What follows belongs to an exercise in optimizing a design on an open flow for small area, a short achievable clock period and few clock cycles per item; a production flow would make more cautious choices. Function was checked by simulation only, so behaviour that the tests miss may differ from the original.

== v14 ==
==> flow/design.v (excerpt) <==
module verilog_multiplier(clk, rst, ready, op1, op2, res, done);
    input wire clk, rst;
    input wire ready;
    input wire [31:0] op1, op2;
    output wire [31:0] res;
    output reg done;
    localparam IDLE = 2'd0, R0 = 2'd1, LSH = 2'd2, RSH = 2'd3;
    reg [1:0] st;
    reg [47:0] S;
    reg [47:16] C;
    reg        ccl;
    reg [9:0]  E;        
    reg        sgn, fnan, fz, fpay;
    reg        rndr;     
    reg [21:0] pay;      
    wire e1z = (op1[30:23] == 8'd0);
    wire e2z = (op2[30:23] == 8'd0);
    wire e1f = (op1[30:23] == 8'hff);
    wire e2f = (op2[30:23] == 8'hff);
    wire f1z = (op1[22:0] == 23'd0);
    wire f2z = (op2[22:0] == 23'd0);
    wire zero1 = e1z & f1z, zero2 = e2z & f2z;
    wire inf1 = e1f & f1z, inf2 = e2f & f2z;
    wire nan1 = e1f & ~f1z, nan2 = e2f & ~f2z;
    wire qnan = (zero1 & inf2) | (inf1 & zero2);
    wire nanx = ~qnan & (nan1 | nan2);           
    wire zerox = ~(e1f | e2f) & (zero1 | zero2);  
  ...
Size in the first run: roughly 2,300 cells after synthesis, ~120 flip-flops.
clock: 8.0 ns
lec_check: 0
cap_margin: 20
core_margin: 2
core_utilization: 60
setup_slack_margin: 2.25
slew_margin: 20
standard.sh (not shown) runs the stock make flow with config.mk's settings and CLKGATE_MAP_FILE= SYNTH_SCRIPT=/design/flow/synth_recipe.tcl, a recipe that flattens the netlist after the stock synthesis.
==> flow/flow/run.sh <==
#!/bin/bash
# Own flow: the standard layout, except that synthesis runs Yosys's fine
# stage without its early "abc -fast", so that extract_fa finds the design's
# full adders as written (no inverter between adders). The standard synthesis
# runs first; its register names are given to the own netlist's registers,
# and the standard netlist is used as it is if the registers do not match.
set -uo pipefail
W=$(pwd)
R=$W/orfs/results/$FLOW_PLATFORM/verilog_multiplier/base
bash standard.sh synth > log_standard_synth.txt 2>&1 || exit 1
cp "$R/1_2_yosys.v" "$W/ref_1_2_yosys.v"
sed '1s/.*/proc synth {args} { if {[lsearch -glob $args "fine:*"] >= 0} { yosys synth -nofsm -noshare -noabc {*}$args } else { yosys synth -nofsm -noshare {*}$args } }/' synth_recipe.tcl > own_synth.tcl
sed "s|SYNTH_SCRIPT=[^ ]*|SYNTH_SCRIPT=$W/own_synth.tcl|" standard.sh > own_standard.sh
if bash own_standard.sh do-yosys > log_own_synth.txt 2>&1 \
   && python3 flow/rename.py "$W/ref_1_2_yosys.v" "$R/1_2_yosys.v" "$W/own_1_2_yosys.v" > log_rename.txt 2>&1; then
  cp "$W/own_1_2_yosys.v" "$R/1_2_yosys.v"
  echo "own synthesis used" >> log_rename.txt
else
  cp "$W/ref_1_2_yosys.v" "$R/1_2_yosys.v"
  echo "standard synthesis used" >> log_rename.txt
fi
rm -f "$R/1_synth.odb" "$R/1_synth.sdc"
bash standard.sh "BUFFER_PORTS_ARGS=-buffer_cell sky130_fd_sc_hd__buf_2" finish > log_standard_finish.txt 2>&1
Other scripts of this flow, unchanged in this note and not shown: flow/flow/rename.py
v14: full flow OK, the timing, DRC and antenna checks passed
Testbench counts of v14, summed over its fixed seeds: cycles 6,400, items 3,200.
Relative to v14, the following input files were edited for v57:
# v14
export LEC_CHECK = 0
export CAP_MARGIN = 20
export CORE_MARGIN = 2
export CORE_UTILIZATION = 60
export SETUP_SLACK_MARGIN = 2.25
export SLEW_MARGIN = 20
create_clock -name core_clock -period 8.0 [get_ports {clk}]
# v57
export LEC_CHECK = 0
export CAP_MARGIN = 20
export CORE_MARGIN = 2
export CORE_UTILIZATION = 60
export SETUP_SLACK_MARGIN = 2.0
export SLEW_MARGIN = 20
create_clock -name core_clock -period 8.0 [get_ports {clk}]
[summary]
Of v57 and v14, the higher final area belongs to v14.
Compared to v14, v57 has non-clock buffer count 11 lower.
Going from v14 to v57, die area comparable, xor and xnor fraction of the mapped netlist area comparable.
Taking v14 as the reference, in v57 synthesis-to-layout area growth dropped 2.5 points, worst hold slack across all endpoints barely changed.
### v57 -> v2
# v57
export LEC_CHECK = 0
export CAP_MARGIN = 20
export CORE_MARGIN = 2
export CORE_UTILIZATION = 60
export SETUP_SLACK_MARGIN = 2.0
export SLEW_MARGIN = 20
create_clock -name core_clock -period 8.0 [get_ports {clk}]
# v2
export LEC_CHECK = 0
export CAP_MARGIN = 20
export CORE_MARGIN = 2
export CORE_UTILIZATION = 60
export PLACE_DENSITY = 0.8
export SETUP_SLACK_MARGIN = 2.0
export SLEW_MARGIN = 20
create_clock -name core_clock -period 8.0 [get_ports {clk}]
v2 was carried through to the last stage, and its layout satisfied the timing, DRC and antenna checks.
Taking v57 as the reference, in v2 via count increased by about 3% relative to the old numbers, maximum achievable frequency went down by 1.1 MHz, period utilization higher, flip-flop and latch count after synthesis essentially unchanged.
On number of cells upsized or downsized after cts: between v2 and v57, it ends up lower for v57.
Delta (v2 minus v57): worst-margin pin slew increased 0.011 ns, total wire length after detailed routing moved down, register-to-register slack shows an increase of 0.03 ns.
Changes in v13 relative to v2:
# v2
export LEC_CHECK = 0
export CAP_MARGIN = 20
export CORE_MARGIN = 2
export CORE_UTILIZATION = 60
export PLACE_DENSITY = 0.8
export SETUP_SLACK_MARGIN = 2.0
export SLEW_MARGIN = 20
create_clock -name core_clock -period 8.0 [get_ports {clk}]
# v13
export LEC_CHECK = 0
export CAP_MARGIN = 20
export CORE_MARGIN = 2
export CORE_UTILIZATION = 60
export SETUP_SLACK_MARGIN = 2.0
export SLEW_MARGIN = 20
create_clock -name core_clock -period 8.0 [get_ports {clk}]
diff --git a/flow/flow/run.sh b/flow/flow/run.sh
--- a/flow/flow/run.sh
+++ b/flow/flow/run.sh
@@ -21,3 +21,3 @@
 fi
 rm -f "$R/1_synth.odb" "$R/1_synth.sdc"
-bash standard.sh "BUFFER_PORTS_ARGS=-buffer_cell sky130_fd_sc_hd__buf_2" finish > log_standard_finish.txt 2>&1
+bash standard.sh "BUFFER_PORTS_ARGS=-buffer_cell sky130_fd_sc_hd__buf_4" finish > log_standard_finish.txt 2>&1
## What came out
The worst reg-to-reg setup slack of v13 is lower than that of v2.
v13 vs. v2: worst hold slack after final layout now sits lower; cell area now sits higher; total wire length now sits higher.
In the tables for v2 and v13, timing-limited maximum frequency reads lower with v2.
Compared to v2, v13 has met1 global-route usage 4.9 points higher.
Against v2, number of vias per cell after detailed routing in v13 fell slightly.

========
verilog_multiplier again, from the RTL that the note above started with.
Settings: LEC_CHECK=0, CAP_MARGIN=20, CORE_MARGIN=2, CORE_UTILIZATION=60, SETUP_SLACK_MARGIN=2.25, SLEW_MARGIN=20; clock period 8.0 ns.
==> flow/flow/run.sh <==
#!/bin/bash
# Own flow: the standard layout, except that synthesis runs Yosys's fine
# stage without its early "abc -fast", so that extract_fa finds the design's
# full adders as written (no inverter between adders). The standard synthesis
# runs first; its register names are given to the own netlist's registers,
# and the standard netlist is used as it is if the registers do not match.
set -uo pipefail
W=$(pwd)
R=$W/orfs/results/$FLOW_PLATFORM/verilog_multiplier/base
bash standard.sh synth > log_standard_synth.txt 2>&1 || exit 1
cp "$R/1_2_yosys.v" "$W/ref_1_2_yosys.v"
sed '1s/.*/proc synth {args} { if {[lsearch -glob $args "fine:*"] >= 0} { yosys synth -nofsm -noshare -noabc {*}$args } else { yosys synth -nofsm -noshare {*}$args } }/' synth_recipe.tcl > own_synth.tcl
sed "s|SYNTH_SCRIPT=[^ ]*|SYNTH_SCRIPT=$W/own_synth.tcl|" standard.sh > own_standard.sh
if bash own_standard.sh do-yosys > log_own_synth.txt 2>&1 \
   && python3 flow/rename.py "$W/ref_1_2_yosys.v" "$R/1_2_yosys.v" "$W/own_1_2_yosys.v" > log_rename.txt 2>&1; then
  cp "$W/own_1_2_yosys.v" "$R/1_2_yosys.v"
  echo "own synthesis used" >> log_rename.txt
else
  cp "$W/ref_1_2_yosys.v" "$R/1_2_yosys.v"
  echo "standard synthesis used" >> log_rename.txt
fi
rm -f "$R/1_synth.odb" "$R/1_synth.sdc"
bash standard.sh "BUFFER_PORTS_ARGS=-buffer_cell sky130_fd_sc_hd__buf_4" finish > log_standard_finish.txt 2>&1
Other scripts of this flow, unchanged in this note and not shown: flow/flow/rename.py
The first run ran to the end with no violations.
Testbench counts at the start, summed over its fixed seeds: cycles 6,400, items 3,200.
Change:
--- a/flow/flow/run.sh
+++ b/flow/flow/run.sh
@@ -21,3 +21,3 @@
 fi
 rm -f "$R/1_synth.odb" "$R/1_synth.sdc"
-bash standard.sh "BUFFER_PORTS_ARGS=-buffer_cell sky130_fd_sc_hd__buf_4" finish > log_standard_finish.txt 2>&1
+bash standard.sh "BUFFER_PORTS_ARGS=-buffer_cell sky130_fd_sc_hd__buf_2" finish > log_standard_finish.txt 2>&1
Settings changed: SETUP_SLACK_MARGIN 2.25 to 2.4, TNS_END_PERCENT set to 20.
Outcome:
- sequential share of layout area barely changes
- via count hardly moves
- die area is unchanged
- setup slack gains 0.10 ns
- cell count is about the same
Change:
Settings changed: SETUP_SLACK_MARGIN 2.4 to 2.25.
After rerunning: Setup slack degrades by 0.077 ns. Final cell count decreases by 0.33%. Via count hardly moves.

========
violet:
Starting RTL as in the previous note.
// verilog_multiplier
module verilog_multiplier(clk, rst, ready, op1, op2, res, done);
==> flow/config.mk <==
export PLATFORM = sky130hd
export DESIGN_NAME = verilog_multiplier
export DESIGN_NICKNAME = verilog_multiplier
export VERILOG_FILES = /design/flow/design.v
export SDC_FILE = /design/flow/constraint.sdc
export NUM_CORES = 4
export LEC_CHECK = 0
export CAP_MARGIN = 20
export CORE_MARGIN = 2
export CORE_UTILIZATION = 60
export GPL_ROUTABILITY_DRIVEN = 0
export SETUP_SLACK_MARGIN = 2.0
export SLEW_MARGIN = 20
==> flow/constraint.sdc <==
create_clock -name core_clock -period 8.0 [get_ports {clk}]
set_input_delay 1.6000 -clock core_clock [delete_from_list [all_inputs] [get_ports {clk}]]
set_output_delay 1.6000 -clock core_clock [all_outputs]
set_load 0.01 [all_outputs]
==> flow/flow/run.sh <==
#!/bin/bash
# Own flow: the standard layout, except that synthesis runs Yosys's fine
# stage without its early "abc -fast", so that extract_fa finds the design's
# full adders as written (no inverter between adders). The standard synthesis
# runs first; its register names are given to the own netlist's registers,
# and the standard netlist is used as it is if the registers do not match.
set -uo pipefail
W=$(pwd)
R=$W/orfs/results/$FLOW_PLATFORM/verilog_multiplier/base
bash standard.sh synth > log_standard_synth.txt 2>&1 || exit 1
cp "$R/1_2_yosys.v" "$W/ref_1_2_yosys.v"
sed '1s/.*/proc synth {args} { if {[lsearch -glob $args "fine:*"] >= 0} { yosys synth -nofsm -noshare -noabc {*}$args } else { yosys synth -nofsm -noshare {*}$args } }/' synth_recipe.tcl > own_synth.tcl
sed "s|SYNTH_SCRIPT=[^ ]*|SYNTH_SCRIPT=$W/own_synth.tcl|" standard.sh > own_standard.sh
if bash own_standard.sh do-yosys > log_own_synth.txt 2>&1 \
   && python3 flow/rename.py "$W/ref_1_2_yosys.v" "$R/1_2_yosys.v" "$W/own_1_2_yosys.v" > log_rename.txt 2>&1; then
  cp "$W/own_1_2_yosys.v" "$R/1_2_yosys.v"
  echo "own synthesis used" >> log_rename.txt
else
  cp "$W/ref_1_2_yosys.v" "$R/1_2_yosys.v"
  echo "standard synthesis used" >> log_rename.txt
fi
rm -f "$R/1_synth.odb" "$R/1_synth.sdc"
bash standard.sh "BUFFER_PORTS_ARGS=-buffer_cell sky130_fd_sc_hd__buf_2" finish > log_standard_finish.txt 2>&1
Other scripts of this flow, unchanged in this note and not shown: flow/flow/rename.py
Testbench counts of violet, summed over its fixed seeds: cycles 6,400, items 3,200.
Relative to violet, the following input files were edited for maple:
- CORE_UTILIZATION changed from 60 to 70
- GPL_ROUTABILITY_DRIVEN removed (was 0)
-- flow/flow/run.sh --
<<< violet, line 23
bash standard.sh "BUFFER_PORTS_ARGS=-buffer_cell sky130_fd_sc_hd__buf_2" finish > log_standard_finish.txt 2>&1
>>> maple, line 23
bash standard.sh "BUFFER_PORTS_ARGS=-buffer_cell sky130_fd_sc_hd__buf_4" finish > log_standard_finish.txt 2>&1
--- outcome ---
Going from violet to maple, count of placed standard cells in the final layout, fillers left out saw a decrease.
Sort violet and maple by non-clock buffer share of cell area, descending, and maple comes first.
Inputs modified between maple and indigo:
- swapping 70 for 60 in CORE_UTILIZATION
- putting TNS_END_PERCENT at 5 where nothing was set
- swapping 2.0 for 2.3 in SETUP_SLACK_MARGIN
-- flow/flow/run.sh --
<<< maple, line 23
bash standard.sh "BUFFER_PORTS_ARGS=-buffer_cell sky130_fd_sc_hd__buf_4" finish > log_standard_finish.txt 2>&1
>>> indigo, line 23
bash standard.sh "BUFFER_PORTS_ARGS=-buffer_cell sky130_fd_sc_hd__buf_2" finish > log_standard_finish.txt 2>&1
==> results.txt <==
- Every stage of the flow completed for indigo, and the final layout passed the timing, DRC and antenna checks.
- Diff maple -> indigo | final period utilization | decrease of 1.5 points
- On minimum clock period after layout, indigo does better than maple.
- Diff maple -> indigo: fmax +0.0037 GHz, final design area excluding fillers went up, fraction of synthesized cell area in xor and xnor cells flat.
- Total of clock buffers placed in the layout delta for indigo relative to maple: about 9% higher
- Higher relative area change from synthesis to final layout was reported by indigo, not maple.
- In indigo the global-route met2 utilization turned out 10 points lower than in maple.

==> afterwards: timing with drivers on the ports <==
The results above use ideal ports. As a check the final layouts listed here were re-extracted and re-timed, cells and wires unchanged.
Step 1: set_driving_cell puts a clkbuf_16 on clk and a buf_2 on each other input, an assumption about the parent block.
Step 2 times the ports against the registers' clock, not the clock port: input delays grow and output delays shrink by t, the midpoint of the rising clock arrivals with the driver on.
a / b / c = ideal / step 1 / step 2; a / b = the first two.
| run | t (ns) | slack for setup (ns) | latest minus earliest clock arrival (ns) | worst slew at a driven data input, ns | pins driven straight from the clock port |
|---|---|---|---|---|---|
| v14 | 0.473 | 2.328 / 2.352 / 1.879 | 0.009 / 0.010 | 0.05 | 1 |
| v57 | 0.480 | 2.153 / 2.136 / 1.696 | 0.011 / 0.011 | 0.04 | 1 |
| v2 | 0.466 | 2.116 / 2.140 / 1.675 | 0.011 / 0.011 | 0.05 | 1 |
| v13 | 0.473 | 2.148 / 2.161 / 1.701 | 0.016 / 0.016 | 0.04 | 1 |
| the first run of note 2 | 0.472 | 2.299 / 2.322 / 1.850 | 0.015 / 0.016 | 0.06 | 1 |
| the second run of note 2 | 0.482 | 2.401 / 2.400 / 1.918 | 0.012 / 0.012 | 0.06 | 1 |
| the third run of note 2 | 0.478 | 2.324 / 2.333 / 1.873 | 0.011 / 0.012 | 0.05 | 1 |
| violet | 0.471 | 2.094 / 2.123 / 1.652 | 0.012 / 0.011 | 0.04 | 1 |
| maple | 0.484 | 2.171 / 2.130 / 1.714 | 0.014 / 0.014 | 0.05 | 1 |
| indigo | 0.480 | 2.295 / 2.313 / 1.833 | 0.011 / 0.011 | 0.05 | 1 |
After both steps every run listed still meets setup and hold. The setup slack of the second run of note 2, which loses most, moves by -0.001 ns with the drivers and by -0.483 ns with both steps.
